Background: an optimization exercise with open tools, aiming at small area, a short achievable clock period and few clock cycles. Do not read the settings as production practice.
In this exercise RTL edits were held to simulation tests only and were not proved equivalent to the original.
Power figures rest on the tool's default switching activity, not on a simulated workload.

===== run.sh =====
#!/bin/bash
# synth_recipe.tcl (not shown) runs the flow's synth.tcl, then flattens the netlist and writes it again
# the make line also repeats each setting of config.mk as NAME=value (left out here)
make -C /OpenROAD-flow-scripts/flow DESIGN_CONFIG=/design/flow/config.mk WORK_HOME=/design/flow/orfs CLKGATE_MAP_FILE= SYNTH_SCRIPT=/design/flow/synth_recipe.tcl finish

===== design.v =====
`timescale 1ns/10ps
module  CED(
  input  clk,
  input  rst,
  input  enable,
  output reg ird,
  input  [7:0] idata,	
  output reg [13:0] iaddr,
  output reg cwr_mag_0,
  output reg [12:0] cdata_mag_wr0,
  output reg crd_mag_0,
  input  [12:0] cdata_mag_rd0,
  output reg [13:0] caddr_mag_0,
  output reg cwr_ang_0,
  output reg [12:0] cdata_ang_wr0,
  output reg crd_ang_0,
  input  [12:0] cdata_ang_rd0,
  output reg [13:0] caddr_ang_0,
  output reg cwr1,
  output reg [12:0] cdata_wr1,
  output reg crd1,
  input  [12:0] cdata_rd1,
  output reg [13:0] caddr_1,
  output reg cwr2,
  output reg [12:0] cdata_wr2,
  output reg [13:0] caddr_2,
  output done
);
  parameter INITIAL = 2'd0;
  parameter LAYER0  = 2'd1;
  parameter LAYER1  = 2'd2;
  parameter LAYER2  = 2'd3;
  parameter READ    = 2'd0;
  parameter EXECUTE = 2'd1;
  parameter WRITE   = 2'd2;
  reg  [2:0]  top_cs;
  reg  [2:0]  top_ns;
  reg  [2:0]  inner_cs;
  reg  [2:0]  inner_ns;
  reg  [13:0] p0_addr;  
  reg  [13:0] p1_addr;  
  reg  [12:0] gx_pixel;
  reg  [12:0] gy_pixel;
  reg  [5:0]  read0_cnt;
  reg  [2:0]  read1_cnt;
  reg  [3:0]  read2_cnt;
  reg  [7:0]  row_cnt;
  reg  [7:0]  column_cnt;
  reg         boundary0;
  wire        boundary;
  reg  [12:0] hys_data;
  wire        read_enable;
  wire        skip_to_write;
  wire        skip_to_write0;
  wire        skip_to_write1;
  wire        skip_to_write2;
  wire layer0_done;
  wire layer1_done;
  wire layer2_done;
  wire read0_done;
  wire read1_done;
  wire read2_done;
  wire read_done;
  assign read0_done = (read0_cnt==6'd41);
  assign read1_done = (read1_cnt==3'd6);
  assign read2_done = (read2_cnt==4'd12);
  assign layer0_done = (top_cs==LAYER0 && row_cnt==8'd126);
  assign layer1_done = (top_cs==LAYER1 && row_cnt==8'd126);
  assign layer2_done = (top_cs==LAYER2 && row_cnt==8'd126);
  assign read_enable = (crd_ang_0||crd_mag_0);
  assign boundary = (boundary0 & column_cnt!=0);
  assign read_done = (read0_done||read1_done||read2_done);
  assign skip_to_write0 = (read2_cnt==3 && hys_data>=13'd100);  
  assign skip_to_write1 = (read2_cnt==3 && hys_data<13'd50);    
  assign skip_to_write2 = (read2_cnt>=4 && read2_cnt<=12 && hys_data>=13'd100);    
  assign skip_to_write  = (skip_to_write0||skip_to_write1||skip_to_write2);
  assign done = layer2_done;
  always @(posedge clk, posedge rst) begin
    if (rst) begin
      top_cs <= INITIAL;
    end else begin
      top_cs <= top_ns;
    end
  end
  always @(*) begin
    top_ns=top_cs;
      case (top_cs)
        INITIAL:
          begin
            if (enable) begin
              top_ns=LAYER0;
            end
          end
        LAYER0:
          begin
            if (layer0_done) begin
              top_ns=LAYER1;
            end
          end
        LAYER1:
          begin
            if (layer1_done) begin
              top_ns=LAYER2;
            end
          end
        LAYER2:
          begin
          end
      endcase
  end
  always @(posedge clk, posedge rst) begin
    if (rst) begin
      inner_cs <= READ;
    end else begin
      inner_cs <= inner_ns;
    end
  end
  always @(*) begin
    inner_ns=inner_cs;
      case (inner_cs)
        READ:
          begin
            if (boundary0||skip_to_write) begin
              inner_ns=WRITE;
            end else if (read_done) begin
              inner_ns=EXECUTE;
            end
          end
        EXECUTE:
          begin
            inner_ns=WRITE;
          end
        WRITE:
          begin
            inner_ns=READ;
            if (boundary||layer1_done) begin
              inner_ns=WRITE;
            end
          end
      endcase
  end
  always @(*) begin
    ird=0;
    cwr_ang_0=0;
    cwr_mag_0=0;
    if (top_cs==LAYER0) begin
      case (inner_cs)
        READ:
          begin
            ird=1;
          end
        EXECUTE:
          begin
            ird=1;
          end
        WRITE:
          begin
            ird=1;
            cwr_ang_0=1;
            cwr_mag_0=1;
          end
      endcase
    end
  end
  always @(*) begin
    cwr1=0;
    crd_ang_0=0;
    crd_mag_0=0;
    if (top_cs==LAYER1) begin
      case (inner_cs)
        READ:
          begin
            crd_ang_0=1;
            crd_mag_0=1;
          end
        EXECUTE:
          begin
          end
        WRITE:
          begin
            cwr1=1;
          end
      endcase
    end
  end
  always @(*) begin
    crd1=0;
    cwr2=0;
    if (top_cs==LAYER2) begin
      case (inner_cs)
        READ:
          begin
            crd1=1;
          end
        EXECUTE:
          begin
          end
        WRITE:
          begin
            cwr2=1;
          end
      endcase
    end
  end
  wire [7:0] column_cnt_up;
  assign column_cnt_up = column_cnt+1;
  always @(posedge clk, posedge rst) begin
    if (rst) begin
      column_cnt <= 0;
    end else begin
      if (layer1_done) begin
        column_cnt <= 0;
      end else if (column_cnt!=8'd125 && inner_cs==WRITE) begin
        column_cnt <= column_cnt_up;
      end else if (column_cnt==8'd125 && inner_cs==WRITE) begin
        column_cnt <= 0;
      end
    end
  end
  wire [7:0] row_cnt_up;
  assign row_cnt_up = row_cnt+1;
  always @(posedge clk, posedge rst) begin
    if (rst) begin
      row_cnt <= 0;
    end else begin
      if (layer0_done||layer1_done) begin
        row_cnt <= 0;
      end else if (column_cnt!=8'd125 && inner_cs==WRITE) begin 
        row_cnt <= row_cnt;
      end else if (column_cnt==8'd125 && inner_cs==WRITE) begin
        row_cnt <= row_cnt_up;
      end
    end
  end
  wire [5:0] read0_cnt_up;
  assign read0_cnt_up = read0_cnt+1;
  always @(posedge clk, posedge rst) begin
    if (rst) begin
      read0_cnt <= 0;
    end else begin
      if (ird && read0_cnt!=6'd41) begin
        read0_cnt <= read0_cnt_up;
      end else if (ird && read0_cnt==6'd41) begin
        read0_cnt <= 0;
      end
    end
  end
  wire [2:0] read1_cnt_up;
  assign read1_cnt_up = read1_cnt+1;
  always @(posedge clk, posedge rst) begin
    if (rst) begin
      read1_cnt <= 0;
    end else begin
      if (read_enable && read1_cnt!=3'd6) begin
        read1_cnt <= read1_cnt_up;
      end else if (read_enable && read1_cnt==3'd6) begin
        read1_cnt <= 0;
      end
    end
  end
  wire [3:0] read2_cnt_up;
  assign read2_cnt_up = read2_cnt+1;
  always @(posedge clk, posedge rst) begin
    if (rst) begin
      read2_cnt <= 0;
    end else begin
      if (skip_to_write) begin
        read2_cnt <= 0;
      end else begin
        if (crd1 && read2_cnt!=4'd12) begin
          read2_cnt <= read2_cnt_up;
        end else if (crd1 && read2_cnt==4'd12) begin
          read2_cnt <= 0;
        end
      end
    end
  end
  wire [13:0] p0_addr_cnt_up; 
  wire [13:0] p0_addr_cnt_up3;
  assign p0_addr_cnt_up  = p0_addr+1;
  assign p0_addr_cnt_up3 = p0_addr+3;
  always @(posedge clk, posedge rst) begin
    if (rst) begin
      p0_addr <= 14'd129;
    end else begin
      if (read0_cnt==6'd8 && column_cnt!=8'd125) begin
        p0_addr <= p0_addr_cnt_up;
      end else if (read0_cnt==6'd8 && column_cnt==8'd125) begin
        p0_addr <= p0_addr_cnt_up3;
      end
    end
  end
  wire [13:0] p1_addr_cnt_up; 
  assign p1_addr_cnt_up  = p1_addr+1;
  always @(posedge clk, posedge rst) begin
    if (rst) begin
      p1_addr <= 14'd126;
    end else begin
      if (layer1_done) begin
        p1_addr <= 14'd126;
      end else if (top_cs>=LAYER1 && inner_cs==WRITE && row_cnt>=8'd1) begin
        p1_addr <= p1_addr_cnt_up;
      end
    end
  end
  wire [13:0] p0_addr1; 
  reg  [14:0] var1;
  assign p0_addr1=p0_addr+var1;  
  always @(*) begin
    var1 = 0;
    case (read0_cnt)
      0:  
        begin
          var1 = -14'd129;
        end
      1:  
        begin
          var1 = -14'd128;
        end
      2:  
        begin
          var1 = -14'd127;
        end
      3:  
        begin
          var1 = -14'd1;
        end
      4:  
        begin
          var1 = 0;
        end
      5:  
        begin
          var1 = 14'd1;
        end
      6:  
        begin
          var1 = 14'd127;
        end
      7:  
        begin
          var1 = 14'd128;
        end
      8:  
        begin
          var1 = 14'd129;
        end
    endcase
  end
  wire [13:0] p1_addr1;
  reg [14:0] var2;
  assign p1_addr1=p1_addr+var2;  
  always @(*) begin
    var2 = 0;
    case (read1_cnt)
      3:
        begin
          if (cdata_ang_rd0==13'd0) begin
            var2 = -14'd1;
          end else if (cdata_ang_rd0==13'd135) begin
            var2 = -14'd127;
          end else if (cdata_ang_rd0==13'd90) begin
            var2 = -14'd126;
          end else begin  
            var2 = -14'd125;
          end
        end
      4:
        begin
          if (cdata_ang_rd0==13'd0) begin
            var2 = 14'd1;
          end else if (cdata_ang_rd0==13'd135) begin
            var2 = 14'd127;
          end else if (cdata_ang_rd0==13'd90) begin
            var2 = 14'd126;
          end else begin  
            var2 = 14'd125;
          end
        end
    endcase
    if (hys_data>=13'd50 && hys_data<13'd100) begin
      case (read2_cnt)
        3: 
          begin
            var2 = -14'd127;
          end
        4: 
          begin
            var2 = -14'd126;
          end
        5: 
          begin
            var2 = -14'd125;
          end
        6: 
          begin
            var2 = -14'd1;
          end
        7: 
          begin
            var2 = 14'd1;
          end
        8: 
          begin
            var2 = 14'd125;
          end
        9: 
          begin
            var2 = 14'd126;
          end
        10: 
          begin
            var2 = 14'd127;
          end
      endcase
    end
  end
  always @(posedge clk, posedge rst) begin
    if (rst) begin
      iaddr<=0;
    end else begin
      if (ird) begin
        case (read0_cnt)
          0:
            begin
              iaddr<=p0_addr1;
            end
          1: 
            begin
              iaddr<=p0_addr1;
            end
          2:
            begin
              iaddr<=p0_addr1;
            end
          3:
            begin
              iaddr<=p0_addr1;
            end
          4:
            begin
              iaddr<=p0_addr1;
            end
          5:
            begin
              iaddr<=p0_addr1;
            end
          6:
            begin
              iaddr<=p0_addr1;
            end
          7:
            begin
              iaddr<=p0_addr1;
            end
          8:
            begin
              iaddr<=p0_addr1;
            end 
        endcase
      end
    end
  end
  reg  [9:0] idata_buffer_x;  
  wire [8:0] idata_mul2;
  assign idata_mul2 = idata<<1;
  always @(posedge clk, posedge rst) begin
    if (rst) begin
      idata_buffer_x <= 0;
    end else begin
      if (layer0_done) begin
        idata_buffer_x <= 0;
      end else if (ird) begin
        case (read0_cnt)
          2:
            begin
              idata_buffer_x <= -idata;
            end
          3:
            begin
              idata_buffer_x <= 0;
            end
          4:
            begin
              idata_buffer_x <= idata;
            end
          5:
            begin
              idata_buffer_x <= -idata_mul2;
            end
          6:
            begin
              idata_buffer_x <= 0;
            end
          7:
            begin
              idata_buffer_x <= idata_mul2;
            end
          8:
            begin
              idata_buffer_x <= -idata;
            end
          9:
            begin
              idata_buffer_x <= 0;
            end 
          10:
            begin
              idata_buffer_x <= idata;
            end 
        endcase
      end
    end
  end
  reg  [9:0] idata_buffer_y;  
  always @(posedge clk, posedge rst) begin
    if (rst) begin
      idata_buffer_y <= 0;
    end else begin
      if (layer0_done) begin
        idata_buffer_y <= 0;
      end else if (ird) begin
        case (read0_cnt)
          2:
            begin
              idata_buffer_y <= -idata;
            end
          3:
            begin
              idata_buffer_y <= -idata_mul2;
            end
          4:
            begin
              idata_buffer_y <= -idata;
            end
          5:
            begin
              idata_buffer_y <= 0;
            end
          6:
            begin
              idata_buffer_y <= 0;
            end
          7:
            begin
              idata_buffer_y <= 0;
            end
          8:
            begin
              idata_buffer_y <= idata;
            end
          9:
            begin
              idata_buffer_y <= idata_mul2;
            end 
          10:
            begin
              idata_buffer_y <= idata;
            end 
        endcase
      end
    end
  end
  wire [12:0] gx_pixel_sum;  
  assign gx_pixel_sum = $signed(gx_pixel)+$signed(idata_buffer_x);
  always @(posedge clk, posedge rst) begin
    if (rst) begin
      gx_pixel <= 0;
    end else begin
      if (read0_cnt>=6'd3) begin
        gx_pixel <= gx_pixel_sum;
      end else begin
        gx_pixel <= 0;
      end
    end
  end
  wire [12:0] gy_pixel_sum;  
  assign gy_pixel_sum = $signed(gy_pixel)+$signed(idata_buffer_y);
  always @(posedge clk, posedge rst) begin
    if (rst) begin
      gy_pixel <= 0;
    end else begin
      if (read0_cnt>=6'd3) begin
        gy_pixel <= gy_pixel_sum;
      end else begin
        gy_pixel <= 0;
      end
    end
  end
  reg  [12:0] mag0;
  wire [12:0] absolute_gx;
  wire [12:0] absolute_gy;
  wire [12:0] absolute_sum;
  assign absolute_gx = (gx_pixel_sum[12]==1)?(~gx_pixel_sum)+1:gx_pixel_sum; 
  assign absolute_gy = (gy_pixel_sum[12]==1)?(~gy_pixel_sum)+1:gy_pixel_sum; 
  assign absolute_sum = absolute_gx + absolute_gy;
  always @(posedge clk, posedge rst) begin
    if (rst) begin
      mag0 <= 0;
    end else begin
      mag0 <= absolute_sum;
    end
  end
  always @(posedge clk, posedge rst) begin
    if (rst) begin
      cdata_mag_wr0 <= 0;
    end else begin
      if (read0_cnt==12) begin
        cdata_mag_wr0 <= mag0;
      end
    end
  end
  wire [13:0] caddr_mag_0_cnt_up;
  assign caddr_mag_0_cnt_up = caddr_mag_0+1;
  always @(posedge clk, posedge rst) begin
    if (rst) begin
      caddr_mag_0 <= 0;
    end else begin
      if (cwr_mag_0) begin
        caddr_mag_0 <= caddr_mag_0_cnt_up;
      end else if (crd_mag_0) begin
        caddr_mag_0 <= p1_addr1;
      end
    end
  end
  wire [28:0] gy_pixel_sum_shf16 = gy_pixel_sum<<16;
  wire [28:0] div_out;
  divider2 div(
    .clk(clk),
    .rst(rst),
    .dividend(gy_pixel_sum_shf16),
    .divisor(gx_pixel_sum),
    .read0_cnt(read0_cnt),
    .out(div_out)
  );
  reg  [28:0] temp_result;
  always @(posedge clk, posedge rst) begin
    if (rst) begin
      temp_result <= 0;
    end else begin
      if (read0_cnt==6'd41) begin
        temp_result <= div_out;
      end
    end
  end
  reg ang_is_0;
  reg ang_is_90;
  always @(posedge clk, posedge rst) begin
    if (rst) begin
      ang_is_0 <= 0;
    end else begin
      if (read0_cnt==11) begin
        if (gy_pixel_sum==0 && gx_pixel_sum==0) begin
          ang_is_0 <= 1;
        end else begin
          ang_is_0 <= 0;
        end
      end
    end
  end
  always @(posedge clk, posedge rst) begin
    if (rst) begin
      ang_is_90 <= 0;
    end else begin
      if (read0_cnt==11) begin
        if (gy_pixel_sum!=0 && gx_pixel_sum==0) begin
          ang_is_90 <= 1;
        end else begin
          ang_is_90 <= 0;
        end
      end
    end
  end
  reg  [12:0] ang;
  always @(posedge clk, posedge rst) begin
    if (rst) begin
      ang <= 13'd0;
    end else begin
      if (ang_is_0) begin
        ang <= 13'd0;
      end else if (ang_is_90) begin
        ang <= 13'd90;
      end else begin
        if ($signed(temp_result)<$signed(29'h00006A09)&&$signed(temp_result)>$signed(29'h1FFF95F7)) begin
          ang <= 13'd0;
        end else if ($signed(temp_result)>$signed(29'h00006A09)&&$signed(temp_result)<$signed(29'h00026A09)) begin
          ang <= 13'd45;
        end else if ($signed(temp_result)>$signed(29'h00026A09)||$signed(temp_result)<$signed(29'h1FFD95F7)) begin
          ang <= 13'd90;
        end else if ($signed(temp_result)<$signed(29'h1FFF95F7)&&$signed(temp_result)>$signed(29'h1FFD95F7)) begin
          ang <= 13'd135;
        end
      end
    end
  end
  always @(*) begin
    cdata_ang_wr0 = ang;
  end
  wire [13:0] caddr_ang_0_cnt_up;
  assign caddr_ang_0_cnt_up = caddr_ang_0+1;
  always @(posedge clk, posedge rst) begin
    if (rst) begin
      caddr_ang_0 <= 0;
    end else begin
      if (cwr_ang_0) begin
        caddr_ang_0 <= caddr_ang_0_cnt_up;
      end else if (crd_ang_0) begin
        caddr_ang_0 <= p1_addr;
      end
    end
  end
  reg [12:0] mag1_0;
  reg [12:0] mag1_1;
  reg [12:0] mag1_2;
  always @(posedge clk, posedge rst) begin
    if (rst) begin
      mag1_0 <= 0;
    end else begin
      if (read1_cnt==3'd4) begin
        mag1_0 <= cdata_mag_rd0;
      end
    end
  end
  always @(posedge clk, posedge rst) begin
    if (rst) begin
      mag1_1 <= 0;
    end else begin
      if (read1_cnt==3'd5) begin
        mag1_1 <= cdata_mag_rd0;
      end
    end
  end
  always @(posedge clk, posedge rst) begin
    if (rst) begin
      mag1_2 <= 0;
    end else begin
      if (read1_cnt==3'd6) begin
        mag1_2 <= cdata_mag_rd0;
      end
    end
  end
  always @(*) begin
    boundary0 = 0;
    if (top_cs>=LAYER1) begin
      if (row_cnt==0||row_cnt==8'd125||column_cnt==0||column_cnt==8'd125) begin
        boundary0 = 1;
      end
    end
  end
  always @(*) begin
    cdata_wr1 = 0;
    if (boundary0) begin
      cdata_wr1 = 0;
    end else begin
      if (mag1_0>=mag1_1 && mag1_0>=mag1_2) begin
        cdata_wr1 = mag1_0;
      end
    end
  end
  wire [13:0] caddr_1_cnt_up;
  assign caddr_1_cnt_up = caddr_1+1;
  always @(posedge clk, posedge rst) begin
    if (rst) begin
      caddr_1 <= 0;
    end else begin
      if (cwr1) begin
        caddr_1 <= caddr_1_cnt_up;
      end else if (crd1) begin
        caddr_1 <= p1_addr1;
      end 
    end
  end
  always @(posedge clk, posedge rst) begin
    if (rst) begin
      hys_data <= 0;
    end else begin
      if (read2_cnt>=3'd2) begin
        if (cdata_rd1>=hys_data) begin
          hys_data <= cdata_rd1;
        end
      end else if (read2_cnt==3'd1) begin
        hys_data <= 0;
      end
    end
  end
  always @(*) begin
    cdata_wr2 = 0;
    if (boundary0) begin
      cdata_wr2 = 0;
    end else begin
      if (hys_data>=13'd100) begin
        cdata_wr2 = 13'd255;
      end else if (hys_data<13'd50) begin
        cdata_wr2 = 0;
      end 
    end
  end
  wire [13:0] caddr_2_cnt_up;
  assign caddr_2_cnt_up = caddr_2+1;
  always @(posedge clk, posedge rst) begin
    if (rst) begin
      caddr_2 <= 0;
    end else begin
      if (cwr2) begin
        caddr_2 <= caddr_2_cnt_up;
      end
    end
  end
endmodule
module divider2 (
  input                clk,
  input                rst,
  input      [28:0]    dividend,   
  input      [12:0]    divisor,    
  input      [5:0]     read0_cnt,
  output reg [28:0]    out
);
  parameter S0  = 0;
  parameter S1  = 1;
  parameter S2  = 2;
  parameter S3  = 3;
  parameter S4  = 4;
  parameter S5  = 5;
  parameter S6  = 6;
  parameter S7  = 7;
  parameter S8  = 8;
  parameter S9  = 9;
  parameter S10 = 10;
  parameter S11 = 11;
  parameter S12 = 12;
  parameter S13 = 13;
  parameter S14 = 14;
  parameter S15 = 15;
  parameter S16 = 16;
  parameter S17 = 17;
  parameter S18 = 18;
  parameter S19 = 19;
  parameter S20 = 20;
  parameter S21 = 21;
  parameter S22 = 22;
  parameter S23 = 23;
  parameter S24 = 24;
  parameter S25 = 25;
  parameter S26 = 26;
  parameter S27 = 27;
  parameter S28 = 28;
  reg [4:0]  div_cs;
  reg [4:0]  div_ns;
  reg        sign;
  reg [28:0] udividend;  
  reg [12:0] udivisor;   
  reg [13:0] udividend_reg;
  reg [28:0] merchant;
  reg [12:0] remainder;
  always @(posedge clk, posedge rst) begin
    if (rst) begin
      div_cs <= S0;
    end else begin
      if (read0_cnt>=12 && read0_cnt<41) begin
        div_cs <= div_ns;
      end else begin
        div_cs <= S0;
      end
    end
  end
  always @(*) begin
    div_ns = div_cs;
    case (div_cs)
      S0:
        begin
          div_ns = S1;
        end
      S1:
        begin
          div_ns = S2;
        end
      S2:
        begin
          div_ns = S3;
        end
      S3:
        begin
          div_ns = S4;
        end
      S4:
        begin
          div_ns = S5;
        end
      S5:
        begin
          div_ns = S6;
        end
      S6:
        begin
          div_ns = S7;
        end
      S7:
        begin
          div_ns = S8;
        end
      S8:
        begin
          div_ns = S9;
        end
      S9:
        begin
          div_ns = S10;
        end
      S10:
        begin
          div_ns = S11;
        end
      S11:
        begin
          div_ns = S12;
        end
      S12:
        begin
          div_ns = S13;
        end
      S13:
        begin
          div_ns = S14;
        end
      S14:
        begin
          div_ns = S15;
        end
      S15:
        begin
          div_ns = S16;
        end
      S16:
        begin
          div_ns = S17;
        end
      S17:
        begin
          div_ns = S18;
        end
      S18:
        begin
          div_ns = S19;
        end
      S19:
        begin
          div_ns = S20;
        end
      S20:
        begin
          div_ns = S21;
        end
      S21:
        begin
          div_ns = S22;
        end
      S22:
        begin
          div_ns = S23;
        end
      S23:
        begin
          div_ns = S24;
        end
      S24:
        begin
          div_ns = S25;
        end
      S25:
        begin
          div_ns = S26;
        end
      S26:
        begin
          div_ns = S27;
        end
      S27:
        begin
          div_ns = S28;
        end
      S28:
        begin
          div_ns = S0;
        end
    endcase
  end
  reg [28:0] udividend0;
  reg [12:0] udivisor0;
  always @(*) begin
    udividend0 = (dividend[28]==1) ? ~(dividend)+1 : dividend;
    udivisor0 = (divisor[12]==1)  ? ~(divisor)+1  : divisor;  
  end
  always @(posedge clk, posedge rst) begin
    if (rst) begin
      udividend <= 0;
      udivisor  <= 0;
    end else begin
      if (read0_cnt==11) begin
        udividend <= udividend0;
        udivisor  <= udivisor0;
      end
    end
  end
  always @(*) begin
    udividend_reg = 0;
    case (div_cs)
      S0:
        begin
          udividend_reg = udividend[28];
        end
      S1:
        begin
          udividend_reg = {remainder, udividend[27]};
        end
      S2:
        begin
          udividend_reg = {remainder, udividend[26]};
        end
      S3:
        begin
          udividend_reg = {remainder, udividend[25]};
        end
      S4:
        begin
          udividend_reg = {remainder, udividend[24]};
        end
      S5:
        begin
          udividend_reg = {remainder, udividend[23]};
        end
      S6:
        begin
          udividend_reg = {remainder, udividend[22]};
        end
      S7:
        begin
          udividend_reg = {remainder, udividend[21]};
        end
      S8:
        begin
          udividend_reg = {remainder, udividend[20]};
        end
      S9:
        begin
          udividend_reg = {remainder, udividend[19]};
        end
      S10:
        begin
          udividend_reg = {remainder, udividend[18]};
        end
      S11:
        begin
          udividend_reg = {remainder, udividend[17]};
        end
      S12:
        begin
          udividend_reg = {remainder, udividend[16]};
        end
      S13:
        begin
          udividend_reg = {remainder, udividend[15]};
        end
      S14:
        begin
          udividend_reg = {remainder, udividend[14]};
        end
      S15:
        begin
          udividend_reg = {remainder, udividend[13]};
        end
      S16:
        begin
          udividend_reg = {remainder, udividend[12]};
        end
      S17:
        begin
          udividend_reg = {remainder, udividend[11]};
        end
      S18:
        begin
          udividend_reg = {remainder, udividend[10]};
        end
      S19:
        begin
          udividend_reg = {remainder, udividend[9]};
        end
      S20:
        begin
          udividend_reg = {remainder, udividend[8]};
        end
      S21:
        begin
          udividend_reg = {remainder, udividend[7]};
        end
      S22:
        begin
          udividend_reg = {remainder, udividend[6]};
        end
      S23:
        begin
          udividend_reg = {remainder, udividend[5]};
        end
      S24:
        begin
          udividend_reg = {remainder, udividend[4]};
        end
      S25:
        begin
          udividend_reg = {remainder, udividend[3]};
        end
      S26:
        begin
          udividend_reg = {remainder, udividend[2]};
        end
      S27:
        begin
          udividend_reg = {remainder, udividend[1]};
        end
      S28:
        begin
          udividend_reg = {remainder, udividend[0]};
        end
    endcase
  end
  wire [28:0] merchant_shf;
  wire [28:0] merchant_shf_up;
  assign merchant_shf = (merchant<<1);
  assign merchant_shf_up = (merchant<<1)+1;
  always @(posedge clk, posedge rst) begin
    if (rst) begin
      merchant <= 0;
    end else begin
      if (read0_cnt==41) begin
        merchant <= 0;
      end else begin
        if (udividend_reg>=udivisor && read0_cnt>=12) begin
          merchant <= merchant_shf_up;   
        end else begin
          merchant <= merchant_shf;      
        end
      end
    end
  end
  wire [12:0] remainder0;
  assign remainder0 = udividend_reg-udivisor;
  always @(posedge clk, posedge rst) begin
    if (rst) begin
      remainder <= 0;
    end else begin
      remainder <= udividend_reg;
      if (udividend_reg>=udivisor) begin
        remainder <= remainder0;  
      end
    end
  end
  wire sign_bit = dividend[28]^divisor[12];
  always @(posedge clk, posedge rst) begin
    if (rst) begin
      sign <= 0;
    end else begin
      if (read0_cnt==11) begin
        sign <= sign_bit;
      end
    end
  end
  always @(*) begin
    out = (sign==1) ? (~merchant)+1 : merchant;
  end
endmodule

===== constraint.sdc =====
create_clock -name core_clock -period 5.0 [get_ports {clk}]
set_input_delay 1.0000 -clock core_clock [delete_from_list [all_inputs] [get_ports {clk}]]
set_output_delay 1.0000 -clock core_clock [all_outputs]
set_load 0.01 [all_outputs]

===== config.mk =====
export PLATFORM = sky130hd
export DESIGN_NAME = CED
export DESIGN_NICKNAME = CED
export VERILOG_FILES = /design/flow/design.v
export SDC_FILE = /design/flow/constraint.sdc
export NUM_CORES = 4
export LEC_CHECK = 0
export CAP_MARGIN = 20
export CORE_MARGIN = 2
export CORE_UTILIZATION = 40
export SLEW_MARGIN = 20

==> results.txt <==
pre-CTS setup slack -0.2575 ns; Die H about 240 um; Final Hold Fails 0; largest family of logic cells by synthesized area simple AND/OR/NAND/NOR gates; Internal Power between 0.007 and 0.008 W; Max-Cap Viols 0; Slowest-stage cell, CP fa_1; GRT Util Overall ~20%; simple-gate share of the synthesized area approximately 17%; PortBufs 170; cell repeated most along the worst path fa_1; Synth top cells by count dfrtp_1, nand2_1, o21ai_0, a21oi_1, nor2_1; Fmax about 210 MHz; Required @ worst endpoint approximately 5.5 ns; Leak between 10 and 15 nW; Startpoint Class flop; synth top area cells dfrtp_1, ha_1, mux2_2; DP Area between 0.02 and 0.025 mm2; largest area contributor in the netlist dfrtp_1; crit-path max cell delay between 0.4 and 0.5 ns; first-pass GRT wire length approximately 93000 um; fillers 5116; Cell Pwr Density between 400 and 500 mW/mm2; Hold Worst Slack 0.4798 ns; sequential share of power between 30% and 40%; normalized max-slew margin a little under a third; Crit Path Max Fanout 3; XOR/XNOR Fraction of Synth Area roughly 6.4%; Ports 181; deepest clock path buffer count 3; H-tree level count 2; sw power 0.003580 W; FF+latch area 0.009169 mm2; Post-synth EDFFs 0; Rows 86; Synth Cell Area 0.02233 mm2; Max VDD drop between 400 and 500 uV; Net Sw Frac approximately a third; Worst-Margin Slew 1.036 ns; Pre-antenna DRT Iters 7; Hold Path Class reg -> reg; final wirelength between 50000 and 60000 um; Final Worst Setup Slack ~0.25 ns; share of the synthesized area in the top cell type 40.12%; vias per inst around 5.5; synthesized instance count roughly 2.4k; crit-path cells ha_1 > fa_1 > a211oi_2 > o21a_1 > o311ai_4 > o31ai_4 > xnor2_2 > mux2_2 > fa_1 > a21oi_2 > o21ai_1 > o41a_1 > a41o_1 > o21ai_0 > nand2b_1 > a21oi_1 > xor3_1; Synth Area per Inst approximately 9.4 um2; DRC Markers 0; Die X between 200 and 250 um; CORE AREA about 0.055 mm2; vias in the first global route 17.68k; Root Buffer clkbuf_16; Final Cell Area ~0.027 mm2; CP Capture Type flop; vias approximately 18k; mux share of post-synthesis cell area under 10%; Seq/Total Area, Yosys between 40% and 50%; Synth Area in Compound Gates 16.72%; GP Congestion approximately 0.87; Initial Utilization 40.53%; CTS tree done; period utilization a little over nine tenths; initial antenna violation count 0; Post-synth top flop dfrtp_1; #FFs+latches synth between 300 and 400; Clock Power Share about 32%; Setup Viol. Count Final 0; Gate power share about a third; Post-Synth Adder-Cell Area under 10%; wire per inst about 17 um; outcome timing/DRC/antenna clean; CP Class reg -> reg; GRT overflow 0; largest net degree at the start of global routing between 100 and 150; biggest regs div.merchant: 29 flops, temp_result: 29 flops; Initial DRC Count roughly 1.2k; footprint of the multi-input gates approximately 0.012 mm2; CTS Hold Bufs 0; final period demand of the worst path 4.746 ns; Clock Skew 0.02270 ns; Clock Pin Slew Worst Setup and Hold Paths approximately 0.06 ns; antenna cells 0; cts bufs inserted 44; post-synthesis cell type count just over 90; Die ar. 0.05772 mm2; WP data arrival ~5.2 ns; fraction of layout cells with a size suffix above 1 approximately a tenth; hpwl dp about 42000 um; post-route ant nets 0; most frequent cell after synthesis dfrtp_1; clk latency of the worst-skew pair about 0.58 ns; Clock Sinks between 300 and 400; area grow syn2layout 19.04%; NumNets Final approximately 2.8k; Yosys warning total 2; Synth async-reset ratio 100.0%; final-report max-slew violation count 0
-- worst max-delay path: cells and delay by family (launching register included) --
family,cells,cell delay [ns]
fa+ha+maj,3,1.16
flops,1,0.38
xor+xnor,2,0.49
compound gates,10,2.13
mux,1,0.41
simple gates,1,0.07
-- worst paths after layout --
| check | from | end | slack [ns] | cells past startpoint |
|---|---|---|---|---|
| worst max register to register | idata_buffer_y[0]$_DFFE_PP0P_ | mag0[12]$_DFF_PP0_ | 0.25 | 17 |
| worst min register to register | mag0[12]$_DFF_PP0_ | cdata_mag_wr0[12]$_DFFE_PP0P_ | 0.48 | 1 |
| max in group asynchronous | rst | caddr_2[3]$_DFFE_PP0P_ | 2.79 | 3 |
| worst max-delay path | idata_buffer_y[0]$_DFFE_PP0P_ | mag0[12]$_DFF_PP0_ | 0.25 | 17 |
| min in group asynchronous | rst | mag1_2[11]$_DFFE_PP0P_ | 0.92 | 2 |
| worst min-delay path | mag0[12]$_DFF_PP0_ | cdata_mag_wr0[12]$_DFFE_PP0P_ | 0.48 | 1 |
-- per-layer routing --
layer	up-vias	wire length (um)	GRT usage, %
met2	423	27510	33.76
met3	77	2544	2.445
met1	8962	25880	26.76
li1	8826	-	-
met4	0	1106	5.458
met5	-	0	0
-- final cells by class --
type	count	share of cell area, %
Multi-Input combinational cell	1791	46.23
Timing Repair Buffer	222	8.027
Inverter	136	1.935
Clock buffer	66	4.872
Clock inverter	16	0.9180
Sequential cell	366	34.50
Tap cell	748	3.521
-- cell families (layout without fill, tap and decap cells) --
family | Yosys count | in the layout
AOI/OAI and AO/OA | 593 | 593
adders and majority gates | 162 | 162
buffers and inverters | 237 | 440
muxes | 103 | 103
xor gates and xnor gates | 157 | 157
and+or+nand+nor | 766 | 766
DFF | 366 | 366
other | 1 | 10
-- power by group through the flow --
stage | logic (W) | clock network, W | registers, W
floorplan | 0.00255 | 0 | 0.00368
global placement | 0.00340 | 0 | 0.00376
detailed placement | 0.00348 | 0 | 0.00378
CTS | 0.00351 | 0.00351 | 0.00373
global route | 0.00390 | 0.00362 | 0.00378
finish | 0.00350 | 0.00342 | 0.00373
-- timing repair --
action                                  in CTS  in global routing
setup buffers                                0                  1
resized for setup                            1                 10
cloned                                       0                  0
endpoints found under the setup margin       3                 14
pin swaps                                    0                  5
-- placed cells by master, fill, tap and decap left out, drive strengths merged, types with 78 or more instances in the layout --
cell type | synthesis | final
dfrtp | 358 | 358
nand2 | 219 | 219
o21ai | 191 | 191
a21oi | 171 | 171
nor2 | 170 | 170
clkdlybuf4s50 | 0 | 170
ha | 155 | 155
inv | 133 | 134
mux2 | 88 | 88
xnor2 | 78 | 78
-- metrics by stage --
stage / total power (W) / cells / TNS [ns] / utilization (%)
finish: 0.01065 / 3345 / 0 / 48.24
global route: 0.01131 / 3345 / -0.04224 / 48.24
CTS: 0.01075 / 3344 / 0 / 48.15
detailed placement: 0.007254 / 3262 / -1.432 / 45.34
global placement: 0.007162 / 3262 / -1.139 / 45.34
floorplan: 0.006224 / 2394 / -323.52 / -
Testbench counts, summed over its fixed seeds: cycles 10,615,644.

static timing again, ports no longer ideal:
The flow's constraints put no driver on any port. The routed layout listed below was extracted and timed again, unchanged, in two steps. Step 1 (the two cells are an assumption about what drives the block):
set clk [get_ports {clk}]
set_driving_cell -lib_cell sky130_fd_sc_hd__clkbuf_16 $clk
set_driving_cell -lib_cell sky130_fd_sc_hd__buf_2 [delete_from_list [all_inputs] $clk]
Step 2 also shifts input and output timing later by t, the mid clock arrival at the registers, as if the neighbouring blocks saw the same clock. a / b / c = no drivers / after step 1 / after step 2; a / b = the first two.
shift t [ns]: 0.627
setup WS [ns]: 0.254 / 0.254 / -0.275
pins driven straight from the clock port: 1
Met with ideal ports but missed after step 2: setup timing in this run. The setup slack of this run moves by 0.000 ns with the drivers and by -0.529 ns with both steps.
